Source: an optimization exercise on an open RTL-to-GDS flow (aim: small area and a short achievable clock period). Production flows keep margins and buffers that such runs may drop. The RTL was checked by simulation tests, not by an equivalence proof against the original design. Power figures rest on the tool's default switching activity, not on a simulated workload.

## red
==> flow/design.v (excerpt) <==
module sync_fifo #(
    parameter DWIDTH = 32,
    parameter AWIDTH = 5
) (
    input  wire              clk, rstn,
    input  wire              wren, rden,
    input  wire [DWIDTH-1:0] din,
    output wire [DWIDTH-1:0] dout,
    output wire              full,
    output wire              empty
);
For scale: about 1,800 cells after synthesis, roughly 1,100 flip-flops, ~70 I/O pins, roughly 37,000 sq um of cells after synthesis.
Settings: LEC_CHECK=0, CAP_MARGIN=20, CORE_MARGIN=2, CORE_UTILIZATION=50, CTS_CLUSTER_DIAMETER=100, CTS_CLUSTER_SIZE=25, SETUP_SLACK_MARGIN=1.95, SLEW_MARGIN=20, SYNTH_HIERARCHICAL=1, SYNTH_MINIMUM_KEEP_SIZE=0; clock period 4.0 ns.
run.sh (not shown) runs the stock make flow with config.mk's settings and CLKGATE_MAP_FILE= SYNTH_SCRIPT=/design/flow/synth_recipe.tcl, a recipe that flattens the netlist after the stock synthesis.
Here is what was changed in the inputs of blue compared with red.
-- flow/config.mk --
<<< red, line 13
export SETUP_SLACK_MARGIN = 1.95
>>> blue, line 13
export SETUP_SLACK_MARGIN = 1.8
Results
- Having completed the whole flow, blue delivered a layout that passed the timing, DRC and antenna checks.
- The final instance count without filler cells was comparable across blue and red.
- red reports its capturing element of the worst setup path as head[13] while blue reports head[16].
- Switching share of power: blue > red
- Compared with red, blue shows a lower combinational fraction of design power.
- A critical path startpoint of rptr[3] is what blue shows, while rptr[12] belongs to red.
- Compare blue and red | total number of cells along the worst setup path higher: red
- Side by side, share of final layout cell area taken by non-clock buffers turned out lower in blue than in red.
- [compare] base=red new=blue: setup slack grew by 0.0063 ns; count of buffers not belonging to the clock network in the layout fell 8; post-layout instance area went down 0.83%; number of clock-tree buffers in the layout fell 2.

---

sync_fifo, a different RTL version from the one above (not shown whole).
For scale: about 1100 flip-flops.
Settings: LEC_CHECK=0, CAP_MARGIN=20, CORE_MARGIN=2, CORE_UTILIZATION=60, CTS_CLUSTER_DIAMETER=100, CTS_CLUSTER_SIZE=25, PLACE_DENSITY=0.8, SETUP_SLACK_MARGIN=1.9, SLEW_MARGIN=20, SYNTH_HIERARCHICAL=1, SYNTH_MINIMUM_KEEP_SIZE=0; clock period 4.0 ns.
==> next run, changes <==
CORE_UTILIZATION = 50   (was 60)
PLACE_DENSITY = not set   (was 0.8)
Outcome: Wire length climbs by 0.85%. Worst hold slack got worse by 40 ps. Synthesized cell count is unchanged. Sequential share of layout area drops by 0.18 points. Critical path depth stays the same. Setup slack got worse by 62 ps. Design area climbs by 0.36%. Non-clock buffer count drops by 2.

---

The RTL this note starts from:
==> flow/design.v <==
module fifo_mem #(
    parameter int DWIDTH = 32,
    parameter int NROWS  = 31
) (   
    input  wire              clk,
    input  wire [NROWS-1:0]  wsel, rsel,
    input  wire [DWIDTH-1:0] wdata,
    output wire [DWIDTH-1:0] rdata
);  
    reg [DWIDTH-1:0] mem[NROWS];
    genvar i;
    generate
        for (i = 0; i < NROWS; i = i + 1) begin : g_row
            always @(posedge clk) begin
                if (wsel[i]) mem[i] <= wdata;
            end
        end
    endgenerate
    reg [DWIDTH-1:0] rd;
    always @(*) begin
        rd = '0;
        for (int k = 0; k < NROWS; k = k + 1) rd = rd | (mem[k] & {DWIDTH{rsel[k]}});
    end
    assign rdata = rd;
endmodule
module sync_fifo #(
    parameter DWIDTH = 32,
    parameter AWIDTH = 5
) (
    input  wire              clk, rstn,
    input  wire              wren, rden,
    input  wire [DWIDTH-1:0] din,
    output wire [DWIDTH-1:0] dout,
    output wire              full,
    output wire              empty
);   
    localparam DEPTH = 1 << AWIDTH;
    localparam NROWS = DEPTH - 1;
    localparam JW = DEPTH / 2;
    reg [AWIDTH:0]   cnt;         
    reg              empty_q;     
    reg              one_q;       
    reg              full_q;      
    reg [AWIDTH-1:0] wptr;        
    reg [JW-1:0]     rptr;        
    reg [DWIDTH-1:0] head;        
    assign empty = empty_q;
    assign full  = full_q;
    assign dout  = head;
    wire do_wr = wren & ~full_q;
    wire do_rd = rden & ~empty_q;
    wire load_din = empty_q | (one_q & rden);
    wire load_buf = rden & ~empty_q & ~one_q;
    wire hold = ~load_din & ~load_buf;
    wire wr_buf = do_wr & ~load_din;
    function automatic [AWIDTH-1:0] lfsr_next(input [AWIDTH-1:0] p);
        lfsr_next = {p[AWIDTH-2:0], p[4] ^ p[2]};
    endfunction
    function automatic [JW-1:0] john_next(input [JW-1:0] p);
        john_next = {p[JW-2:0], ~(p[JW-1] & p[JW-2])};
    endfunction
    reg [NROWS-1:0] wsel, rsel;
    always @(*) begin
        reg [AWIDTH-1:0] ws;
        ws = 1;
        for (int k = 0; k < NROWS; k = k + 1) begin
            wsel[k] = ~full_q & (wptr == ws);
            ws = lfsr_next(ws);
        end
        for (int k = 0; k < NROWS; k = k + 1) begin
            if (k == 0)
                rsel[k] = rptr[0] & ~rptr[1];
            else if (k < JW - 1)
                rsel[k] = rptr[k] & ~rptr[k+1];
            else if (k == JW - 1)
                rsel[k] = rptr[JW-1] & rptr[0];
            else
                rsel[k] = ~rptr[k-JW] & rptr[k-JW+1];
        end
    end
    wire [DWIDTH-1:0] buf_rdata;
    fifo_mem #(
        .DWIDTH(DWIDTH),
        .NROWS (NROWS)
    ) u_fifomem (
        .clk  (clk),
        .wsel (wsel),
        .rsel (rsel),
        .wdata(din),
        .rdata(buf_rdata)
    );
    always @(posedge clk) begin
        head <= (din & {DWIDTH{load_din}}) | (buf_rdata & {DWIDTH{load_buf}})
              | (head & {DWIDTH{hold}});
    end
    wire inc = do_wr & ~do_rd;
    wire dec = do_rd & ~do_wr;
    wire [AWIDTH:0] cnt_up = cnt + 1'b1;
    wire [AWIDTH:0] cnt_dn = cnt - 1'b1;
    always @(posedge clk or negedge rstn) begin
        if (~rstn) begin
            cnt     <= 0;
            empty_q <= 1'b1;
            one_q   <= 1'b0;
            full_q  <= 1'b0;
            wptr    <= 1;
            rptr    <= 1;
        end else begin
            if (inc) begin
                cnt     <= cnt_up;
                empty_q <= 1'b0;
                one_q   <= empty_q;
                full_q  <= cnt == DEPTH - 1;
            end else if (dec) begin
                cnt     <= cnt_dn;
                empty_q <= one_q;
                one_q   <= cnt == 2;
                full_q  <= 1'b0;
            end
            if (wr_buf) wptr <= lfsr_next(wptr);
            if (load_buf) rptr <= john_next(rptr);
        end
    end
endmodule
clock: 4.0 ns
lec_check: 0
cap_margin: 20
core_margin: 2
core_utilization: 50
cts_cluster_diameter: 80
cts_cluster_size: 30
setup_slack_margin: 1.8
slew_margin: 20
Rerun with:
--- a/flow/config.mk
+++ b/flow/config.mk
@@ -13 +13 @@
-export SETUP_SLACK_MARGIN = 1.8
+export SETUP_SLACK_MARGIN = 1.6
Effect: The changed run produced a clean layout; via count shrinks by 4.0%; die area stays the same; global-route usage shrinks by 1.2 points; total power shrinks by 5.9%; fmax shrinks by about 11%.

## re-timing with driven ports
Ports are ideal in the flow. The routed layouts listed here were re-timed in OpenROAD.
Step 1, drivers: a clkbuf_16 drives clk and a buf_2 each remaining input, both assumed.
Step 2 also shifts input and output timing later by t, the mid clock arrival at the registers, as if the neighbouring blocks saw the same clock.
Three values: ideal ports, drivers, drivers and shift; two values: the first two.
run | t, ns | slack for setup (ns) | worst hold slack (ns) | clock arrival spread, ns | cell pins on the clock port's net
red | 0.703 | 1.544 / 1.544 / 1.122 | 0.485 / 0.485 / 0.485 | 0.030 / 0.030 | 1
blue | 0.702 | 1.550 / 1.550 / 1.172 | 0.483 / 0.483 / 0.483 | 0.027 / 0.027 | 1
the first run of note 2 | 0.692 | 1.825 / 1.825 / 1.359 | 0.252 / 0.215 / 0.467 | 0.036 / 0.036 | 1
the second run of note 2 | 0.706 | 1.762 / 1.762 / 1.260 | 0.213 / 0.171 / 0.460 | 0.026 / 0.026 | 1
the first run of note 3 | 0.706 | 1.697 / 1.697 / 1.051 | 0.488 / 0.488 / 0.488 | 0.022 / 0.022 | 1
the second run of note 3 | 0.701 | 1.401 / 1.401 / 0.837 | 0.492 / 0.492 / 0.492 | 0.037 / 0.038 | 1
After both steps setup and hold are still met in every run listed. For the first run of note 3, which loses most, drivers alone change the setup slack by 0.000 ns; drivers and shift together by -0.646 ns.
